Context: an optimization exercise on an open-source flow, tuned for small area, a short achievable clock period and few clock cycles. The choices shown serve that exercise and are no tape-out recipe.
RTL that was checked went through simulation tests only; none was proved equivalent to the original.

Setup of run 1:
## JAM
module JAM (
input CLK,
input RST,
output reg [2:0] W,
output reg [2:0] J,
input [6:0] Cost,
output reg [3:0] MatchCount,
output reg [9:0] MinCost,
output reg Valid );
Size: about 460 flip-flops.
Settings: LEC_CHECK=0, ABC_AREA=1, CAP_MARGIN=20, CORE_MARGIN=2, CORE_UTILIZATION=40, CTS_BUF_LIST=sky130_fd_sc_hd__clkbuf_8, SETUP_SLACK_MARGIN=0.8, SLEW_MARGIN=20; clock period 5.0 ns.
run.sh (not shown) runs the stock make flow with config.mk's settings and CLKGATE_MAP_FILE= SYNTH_SCRIPT=/design/flow/synth_recipe.tcl, a recipe that flattens the netlist after the stock synthesis.
Run 1 reached the end of the flow, and the finished layout is clean on the timing, design-rule and antenna checks.
Testbench counts of run 1, summed over its fixed seeds: cycles 1,509.
> inputs changed (run 1 -> run 2)
diff --git a/flow/design.v b/flow/design.v
--- a/flow/design.v
+++ b/flow/design.v
@@ -91,25 +91,40 @@
 	for (k = 7; k >= 0; k = k - 1) if (cand[k]) nx0 = k;
 end
 wire [2:0] nx = sec_ok ? arg2d : nx0;
 wire [2:0] jsib = (ph == SEARCH) ? nx : (ph == INIT) ? arg[0] : j + 3'd1;
 wire [6:0] v_sib = v[jsib];
 wire [7:0] used2 = used | (8'd1 << j);
 reg  [2:0] fu;
 always @(*) begin
 	fu = 3'd0;
 	for (k = 7; k >= 0; k = k - 1) if (!used2[k]) fu = k;
 end
+reg  [7:0] bign;
+always @(*) begin
+	bign = big[0];
+	for (k = 0; k < 7; k = k + 1)
+		if (d == k) bign = big[k + 1];
+end
+wire signed [11:0] lim2 = 12'sd32 - un_s;
+wire       skipok2 = (d >= K0) && (R < lim2);
+wire [7:0] cand2 = ~used2 & ~(bign & {8{skipok2}});
+reg  [2:0] fu2;
+always @(*) begin
+	fu2 = 3'd0;
+	for (k = 7; k >= 0; k = k - 1) if (cand2[k]) fu2 = k;
+end
 wire       argn_free = !used2[argn];
 wire       arg2n_free = !used2[arg2n];
-wire [2:0] jdesc = argn_free ? argn : arg2n_free ? arg2n : fu;
+wire [2:0] jdesc = argn_free ? argn : arg2n_free ? arg2n : fu2;
+wire       dead = !argn_free && !arg2n_free && (cand2 == 8'd0);
 wire [6:0] v_desc = v[jdesc];
 reg       bt_ok2;
 reg [2:0] bt_d2;
 always @(*) begin
 	bt_ok2 = 1'b0;
 	bt_d2 = 3'd0;
 	for (k = 0; k < 7; k = k + 1)
 		if (hn[k] && k < bt_d) begin
 			bt_ok2 = 1'b1;
 			bt_d2 = k;
 		end
@@ -121,23 +136,23 @@
 wire signed [7:0] u_bt = u[bt_d + 3'd1];
 wire [2:0] arg_bt = arg[bt_d + 3'd1];
 wire [2:0] arg2_bt = arg2[bt_d + 3'd1];
 reg [7:0] used_bt;
 always @(*) begin
 	used_bt = 8'd0;
 	for (k = 0; k < 7; k = k + 1)
 		if (k < bt_d) used_bt = used_bt | (8'd1 << a[k]);
 end
 wire [6:0] v_bt = v[nxj[bt_d]];
 wire signed [10:0] Sd = {1'b0, MinCost} - R[10:0];    
-wire descend = !leaf && !prune;
+wire descend = !leaf && !prune && !dead;
 wire sibling = !leaf && !(first2 && prune && d < P) && has_nx;
 always @(posedge CLK or posedge RST) begin
 	if (RST) begin
 		ph <= PASS1;
 		W <= K0;
 		J <= 3'd0;
 		Valid <= 1'b0;
 		MinCost <= 10'h3ff;
 		MatchCount <= 4'd0;
 		S0 <= 11'sd0;
 		bt_ok <= 1'b0;
Notes after the runs:
Run 2 ran to completion and came out clean on the timing, design-rule and antenna checks. | number of gates given a new drive strength after cts | run 2 vs run 1 | about 6.5% lower |. Relative to run 1, width of the die has increased by 1.4% in run 2. Run 2 drops more vias than run 1. Per the comparison of run 2 with run 1, total global routing track utilization now larger; delay of the slowest critical-path stage now larger; count of cells along the worst register-to-register path now smaller. Density: run 2 denser than run 1. The area added between synthesis and finish reported for run 2 is greater than that of run 1 by 0.69 points. Of the two values seen for dominant kind of cell by area, multi-input gates was produced by run 2 and flip-flops and latches by run 1. Of run 2 and run 1, the higher layout buffer count excluding clock buffers belongs to run 2.
Testbench counts of run 2, summed over its fixed seeds: cycles 1,441.

## the previous run
The RTL this note starts from:
==> flow/design.v <==
module JAM (
input CLK,
input RST,
output reg [2:0] W,
output reg [2:0] J,
input [6:0] Cost,
output reg [3:0] MatchCount,
output reg [9:0] MinCost,
output reg Valid );
localparam P = 6;    
localparam PASS1 = 3'd0, PASS2 = 3'd1, INIT = 3'd2, SEARCH = 3'd3, FIX = 3'd4, DONE = 3'd5;
reg [2:0] ph;
reg [6:0] v [0:7];      
reg [6:0] u [0:7];      
reg [2:0] arg [0:7];    
reg [2:0] arg2 [0:7];   
reg [7:0] big [0:7];    
reg [6:0] m;            
reg [2:0] am;           
reg [6:0] m2;           
reg [2:0] am2;          
reg [6:0] Vc;           
reg signed [11:0] R;    
reg [9:0] S [0:6];      
reg [2:0] a [0:6];      
reg [2:0] nxj [0:6];    
reg [6:0] hn;           
reg       bt_ok;        
reg [2:0] bt_d;         
integer k;
wire [2:0] d = W;
wire [2:0] j = J;
wire [2:0] dn = d + 3'd1;
wire [6:0] vj = Vc;
wire       c_lt_v = Cost < vj;
wire [6:0] vmin = c_lt_v ? Cost : vj;
wire [6:0] t = Cost - vj;
wire [6:0] tp = (ph == PASS1 && c_lt_v) ? 7'd0 : t;
wire       t_lt_m = (j == 3'd0) || (tp < m);
wire [6:0] mnew = t_lt_m ? tp : m;
wire [2:0] amnew = t_lt_m ? j : am;
wire       t_lt_m2 = (j == 3'd1) || (tp < m2);
wire [6:0] m2new = t_lt_m ? m : t_lt_m2 ? tp : m2;
wire [2:0] am2new = t_lt_m ? am : t_lt_m2 ? j : am2;
wire signed [11:0] ts = {5'd0, t};
wire       prune = ts > R;
wire       better = ts < R;
wire       leaf = (d == 3'd7);
reg [7:0] used;          
wire [2:0] argd = arg[d];
wire [6:0] ud = u[d];
reg [6:0] Un;           
wire signed [11:0] un_s = {5'd0, Un};
reg [2:0] argn;          
reg [2:0] arg2n;         
reg [2:0] argn2;         
reg [2:0] arg2n2;        
always @(*) begin
	argn2 = arg[0];
	arg2n2 = arg2[0];
	for (k = 0; k < 6; k = k + 1)
		if (d == k) begin
			argn2 = arg[k + 2];
			arg2n2 = arg2[k + 2];
		end
end
reg [6:0] un2;          
always @(*) begin
	un2 = u[0];
	for (k = 0; k < 6; k = k + 1)
		if (d == k) un2 = u[k + 2];
end
wire       is_top = (j == argd);
wire       skipok = R < 12'sd32;
wire [2:0] arg2d = arg2[d];
wire       is_sec = (j == arg2d);
wire       first2 = is_top | is_sec;
wire [7:0] bigd = big[d];
reg [7:0] gt;
always @(*) begin
	for (k = 0; k < 8; k = k + 1) gt[k] = first2 | (k > j);
end
wire [7:0] cand = ~used & ~(8'd1 << argd) & ~(8'd1 << arg2d) & gt & ~(bigd & {8{skipok}});
wire       sec_ok = is_top && !used[arg2d] && !(bigd[arg2d] && skipok);
wire       has_nx = sec_ok || (|cand);
reg  [2:0] nx0;
always @(*) begin
	nx0 = 3'd0;
	for (k = 7; k >= 0; k = k - 1) if (cand[k]) nx0 = k;
end
wire [2:0] nx = sec_ok ? arg2d : nx0;
wire [2:0] jsib = (ph == SEARCH) ? nx : (ph == INIT) ? arg[0] : j + 3'd1;
wire [6:0] v_sib = v[jsib];
wire [7:0] used2 = used | (8'd1 << j);
reg  [2:0] fu;
always @(*) begin
	fu = 3'd0;
	for (k = 7; k >= 0; k = k - 1) if (!used2[k]) fu = k;
end
wire       argn_free = !used2[argn];
wire       arg2n_free = !used2[arg2n];
wire [2:0] jdesc = argn_free ? argn : arg2n_free ? arg2n : fu;
wire [6:0] v_desc = v[jdesc];
reg       bt_ok2;
reg [2:0] bt_d2;
always @(*) begin
	bt_ok2 = 1'b0;
	bt_d2 = 3'd0;
	for (k = 0; k < 7; k = k + 1)
		if (hn[k] && k < bt_d) begin
			bt_ok2 = 1'b1;
			bt_d2 = k;
		end
end
wire [2:0] rd = (ph == FIX) ? d : bt_d;
wire signed [11:0] mc_s = {2'd0, MinCost};
wire signed [11:0] sbt_s = {2'd0, S[rd]};
wire signed [11:0] Rbt = mc_s - sbt_s;
wire [6:0] u_bt = u[bt_d + 3'd1];
wire [2:0] arg_bt = arg[bt_d + 3'd1];
wire [2:0] arg2_bt = arg2[bt_d + 3'd1];
reg [7:0] used_bt;
always @(*) begin
	used_bt = 8'd0;
	for (k = 0; k < 7; k = k + 1)
		if (k < bt_d) used_bt = used_bt | (8'd1 << a[k]);
end
wire [6:0] v_bt = v[nxj[bt_d]];
wire [9:0] Sd = MinCost - R[9:0];    
wire descend = !leaf && !prune;
wire sibling = !leaf && !(first2 && prune && d < P) && has_nx;
always @(posedge CLK or posedge RST) begin
	if (RST) begin
		ph <= PASS1;
		W <= 3'd0;
		J <= 3'd0;
		Valid <= 1'b0;
	end else begin
		case (ph)
		PASS1: begin
			{W, J} <= {W, J} + 6'd1;
			if (d == 3'd7 && j == 3'd7) ph <= PASS2;
		end
		PASS2: begin
			{W, J} <= {W, J} + 6'd1;
			if (d == P - 1 && j == 3'd7) ph <= INIT;
		end
		INIT: begin
			W <= 3'd0;
			J <= arg[0];
			ph <= FIX;
		end
		SEARCH: begin
			if (descend) begin
				W <= dn;
				J <= jdesc;
			end else if (sibling)
				J <= nx;
			else if (bt_ok) begin
				W <= bt_d;
				J <= nxj[bt_d];
				if (leaf && better) ph <= FIX;
			end else begin
				ph <= DONE;
				Valid <= 1'b1;
			end
		end
		FIX: ph <= SEARCH;
		default: ;
		endcase
	end
end
always @(posedge CLK) begin
	if (ph == PASS1) begin
		if (d == 3'd0) v[j] <= Cost;
		else v[j] <= vmin;
	end
	if (ph == PASS2 || (ph == PASS1 && d >= P)) begin
		m <= mnew;
		am <= amnew;
		m2 <= m2new;
		am2 <= am2new;
		big[d][j] <= (tp[6:5] != 2'd0);
		if (j == 3'd7) begin
			u[d] <= mnew;
			arg[d] <= amnew;
			arg2[d] <= am2new;
		end
	end
	if (ph == PASS1 && j == 3'd0) begin
		if (d == P + 1) S[0] <= {3'd0, m};                   
		else if (d > P + 1) S[0] <= S[0] + {3'd0, m};        
	end
	if (ph == PASS2) begin
		if (d == 3'd1) S[0] <= S[0] + {3'd0, vj};            
		else if (j == 3'd0) S[0] <= S[0] + {3'd0, m};        
	end
	if (ph == INIT) begin
		S[0] <= S[0] + {3'd0, m};    
		MinCost <= 10'h3ff;
		MatchCount <= 4'd0;
		bt_ok <= 1'b0;
		Un <= u[1];
		argn <= arg[1];
		arg2n <= arg2[1];
		used <= 8'd0;
	end
	if (ph == FIX)
		R <= Rbt;
	if (ph == PASS1 || ph == PASS2 || ph == INIT)
		Vc <= v_sib;
	if (ph == SEARCH) begin
		if (leaf) begin
			if (better) begin
				MinCost <= Sd + {3'd0, t};
				MatchCount <= 4'd1;
			end else if (!prune)
				MatchCount <= MatchCount + 4'd1;
		end
		if (descend && has_nx) begin
			bt_ok <= 1'b1;
			bt_d <= d;
		end else if (!descend && !sibling) begin
			bt_ok <= bt_ok2;
			bt_d <= bt_d2;
		end
		if (!leaf) begin
			a[d] <= j;
			nxj[d] <= nx;
			hn[d] <= has_nx;
			S[d] <= Sd;
		end
		if (descend) begin
			R <= (R + un_s) - ts;
			Un <= un2;
			argn <= argn2;
			arg2n <= arg2n2;
			used <= used2;
			Vc <= v_desc;
		end else if (sibling)
			Vc <= v_sib;
		else begin
			R <= Rbt;
			Un <= u_bt;
			argn <= arg_bt;
			arg2n <= arg2_bt;
			used <= used_bt;
			Vc <= v_bt;
		end
	end
end
endmodule
export LEC_CHECK = 0
export ABC_AREA = 1
export CAP_MARGIN = 20
export CORE_MARGIN = 2
export CORE_UTILIZATION = 40
export CTS_BUF_LIST = sky130_fd_sc_hd__clkbuf_8
export SETUP_SLACK_MARGIN = 0.8
export SLEW_MARGIN = 20
create_clock -name core_clock -period 5.0 [get_ports {CLK}]
Inputs modified between the previous run and the current run:
diff --git a/flow/design.v b/flow/design.v
--- a/flow/design.v
+++ b/flow/design.v
@@ -12,12 +12,13 @@
 reg [2:0] ph;
 reg [6:0] v [0:7];      
 reg [6:0] u [0:7];      
 reg [2:0] arg [0:7];    
 reg [2:0] arg2 [0:7];   
 reg [7:0] big [0:7];    
+reg [9:0] S0;           
 reg [6:0] m;            
 reg [2:0] am;           
 reg [6:0] m2;           
 reg [2:0] am2;          
 reg [6:0] Vc;           
 reg signed [11:0] R;    
@@ -132,36 +133,59 @@
 always @(posedge CLK or posedge RST) begin
 	if (RST) begin
 		ph <= PASS1;
 		W <= 3'd0;
 		J <= 3'd0;
 		Valid <= 1'b0;
+		MinCost <= 10'h3ff;
+		MatchCount <= 4'd0;
+		S0 <= 10'd0;
+		bt_ok <= 1'b0;
+		bt_d <= 3'd0;
 	end else begin
 		case (ph)
 		PASS1: begin
 			{W, J} <= {W, J} + 6'd1;
+			if (d > P && j == 3'd0) S0 <= S0 + {3'd0, m};    
 			if (d == 3'd7 && j == 3'd7) ph <= PASS2;
 		end
 		PASS2: begin
 			{W, J} <= {W, J} + 6'd1;
+			if (d == 3'd1) S0 <= S0 + {3'd0, vj};
+			else if (j == 3'd0 && d != 3'd1) S0 <= S0 + {3'd0, m};    
 			if (d == P - 1 && j == 3'd7) ph <= INIT;
 		end
 		INIT: begin
+			S0 <= S0 + {3'd0, m};    
 			W <= 3'd0;
 			J <= arg[0];
+			bt_ok <= 1'b0;
 			ph <= FIX;
 		end
 		SEARCH: begin
+			if (leaf) begin
+				if (better) begin
+					MinCost <= Sd + {3'd0, t};
+					MatchCount <= 4'd1;
+				end else if (!prune)
+					MatchCount <= MatchCount + 4'd1;
+			end
 			if (descend) begin
 				W <= dn;
 				J <= jdesc;
+				if (has_nx) begin
+					bt_ok <= 1'b1;
+					bt_d <= d;
+				end
 			end else if (sibling)
 				J <= nx;
 			else if (bt_ok) begin
 				W <= bt_d;
 				J <= nxj[bt_d];
+				bt_ok <= bt_ok2;
+				bt_d <= bt_d2;
 				if (leaf && better) ph <= FIX;
 			end else begin
 				ph <= DONE;
 				Valid <= 1'b1;
 			end
 		end
@@ -184,49 +208,24 @@
 		if (j == 3'd7) begin
 			u[d] <= mnew;
 			arg[d] <= amnew;
 			arg2[d] <= am2new;
 		end
 	end
-	if (ph == PASS1 && j == 3'd0) begin
-		if (d == P + 1) S[0] <= {3'd0, m};                   
-		else if (d > P + 1) S[0] <= S[0] + {3'd0, m};        
-	end
-	if (ph == PASS2) begin
-		if (d == 3'd1) S[0] <= S[0] + {3'd0, vj};            
-		else if (j == 3'd0) S[0] <= S[0] + {3'd0, m};        
-	end
 	if (ph == INIT) begin
-		S[0] <= S[0] + {3'd0, m};    
-		MinCost <= 10'h3ff;
-		MatchCount <= 4'd0;
-		bt_ok <= 1'b0;
+		S[0] <= S0 + {3'd0, m};    
 		Un <= u[1];
 		argn <= arg[1];
 		arg2n <= arg2[1];
 		used <= 8'd0;
 	end
 	if (ph == FIX)
 		R <= Rbt;
 	if (ph == PASS1 || ph == PASS2 || ph == INIT)
 		Vc <= v_sib;
 	if (ph == SEARCH) begin
-		if (leaf) begin
-			if (better) begin
-				MinCost <= Sd + {3'd0, t};
-				MatchCount <= 4'd1;
-			end else if (!prune)
-				MatchCount <= MatchCount + 4'd1;
-		end
-		if (descend && has_nx) begin
-			bt_ok <= 1'b1;
-			bt_d <= d;
-		end else if (!descend && !sibling) begin
-			bt_ok <= bt_ok2;
-			bt_d <= bt_d2;
-		end
 		if (!leaf) begin
 			a[d] <= j;
 			nxj[d] <= nx;
 			hn[d] <= has_nx;
 			S[d] <= Sd;
 		end
## What came out
The current run vs the previous run: die area up slightly
Slack of the critical path was lower in the previous run than in the current run.
For proportion of cell area occupied by multi-input gates, the previous run and the current run come out practically identical.
The lower sum of met2 wire segment lengths after detailed routing came out of the current run.
Going from the previous run to the current run, number of DRC markers in iteration 0 grew by a few percent.
In the current run, the required time of the worst setup path came out 0.15 ns below the value in the previous run.
Testbench counts of the current run, summed over its fixed seeds: cycles 1,829.
Function not checked in the previous run: the RTL went through the layout flow alone.

## static timing again, ports no longer ideal
In the flow no input, the clock included, has a driving cell. The finished layouts below were timed again as built, in two steps.
Step 1, drivers: a clkbuf_16 drives CLK and a buf_2 each remaining input, both assumed.
Step 2, shift: input delay + t, output delay - t, t = (earliest + latest rising clock arrival at the registers) / 2. This alone moves slack from input paths to output paths.
a / b / c = no drivers / after step 1 / after step 2; a / b = the first two.
run | shift t [ns] | setup WS [ns] | worst setup path after step 2 | clock arrival spread, ns
run 1 | 0.752 | 0.968 / 0.968 / 0.292 | input to register | 0.051 / 0.051
run 2 | 0.751 | 0.943 / 0.943 / 0.391 | input to register | 0.049 / 0.050
the previous run | 0.737 | 0.971 / 0.971 / 0.325 | input to register | 0.050 / 0.050
the current run | 0.740 | 1.002 / 1.002 / 0.304 | input to register | 0.054 / 0.054
After both steps setup and hold are still met in every run listed. The setup slack of the current run, which loses most, moves by 0.000 ns with the drivers and by -0.698 ns with both steps.
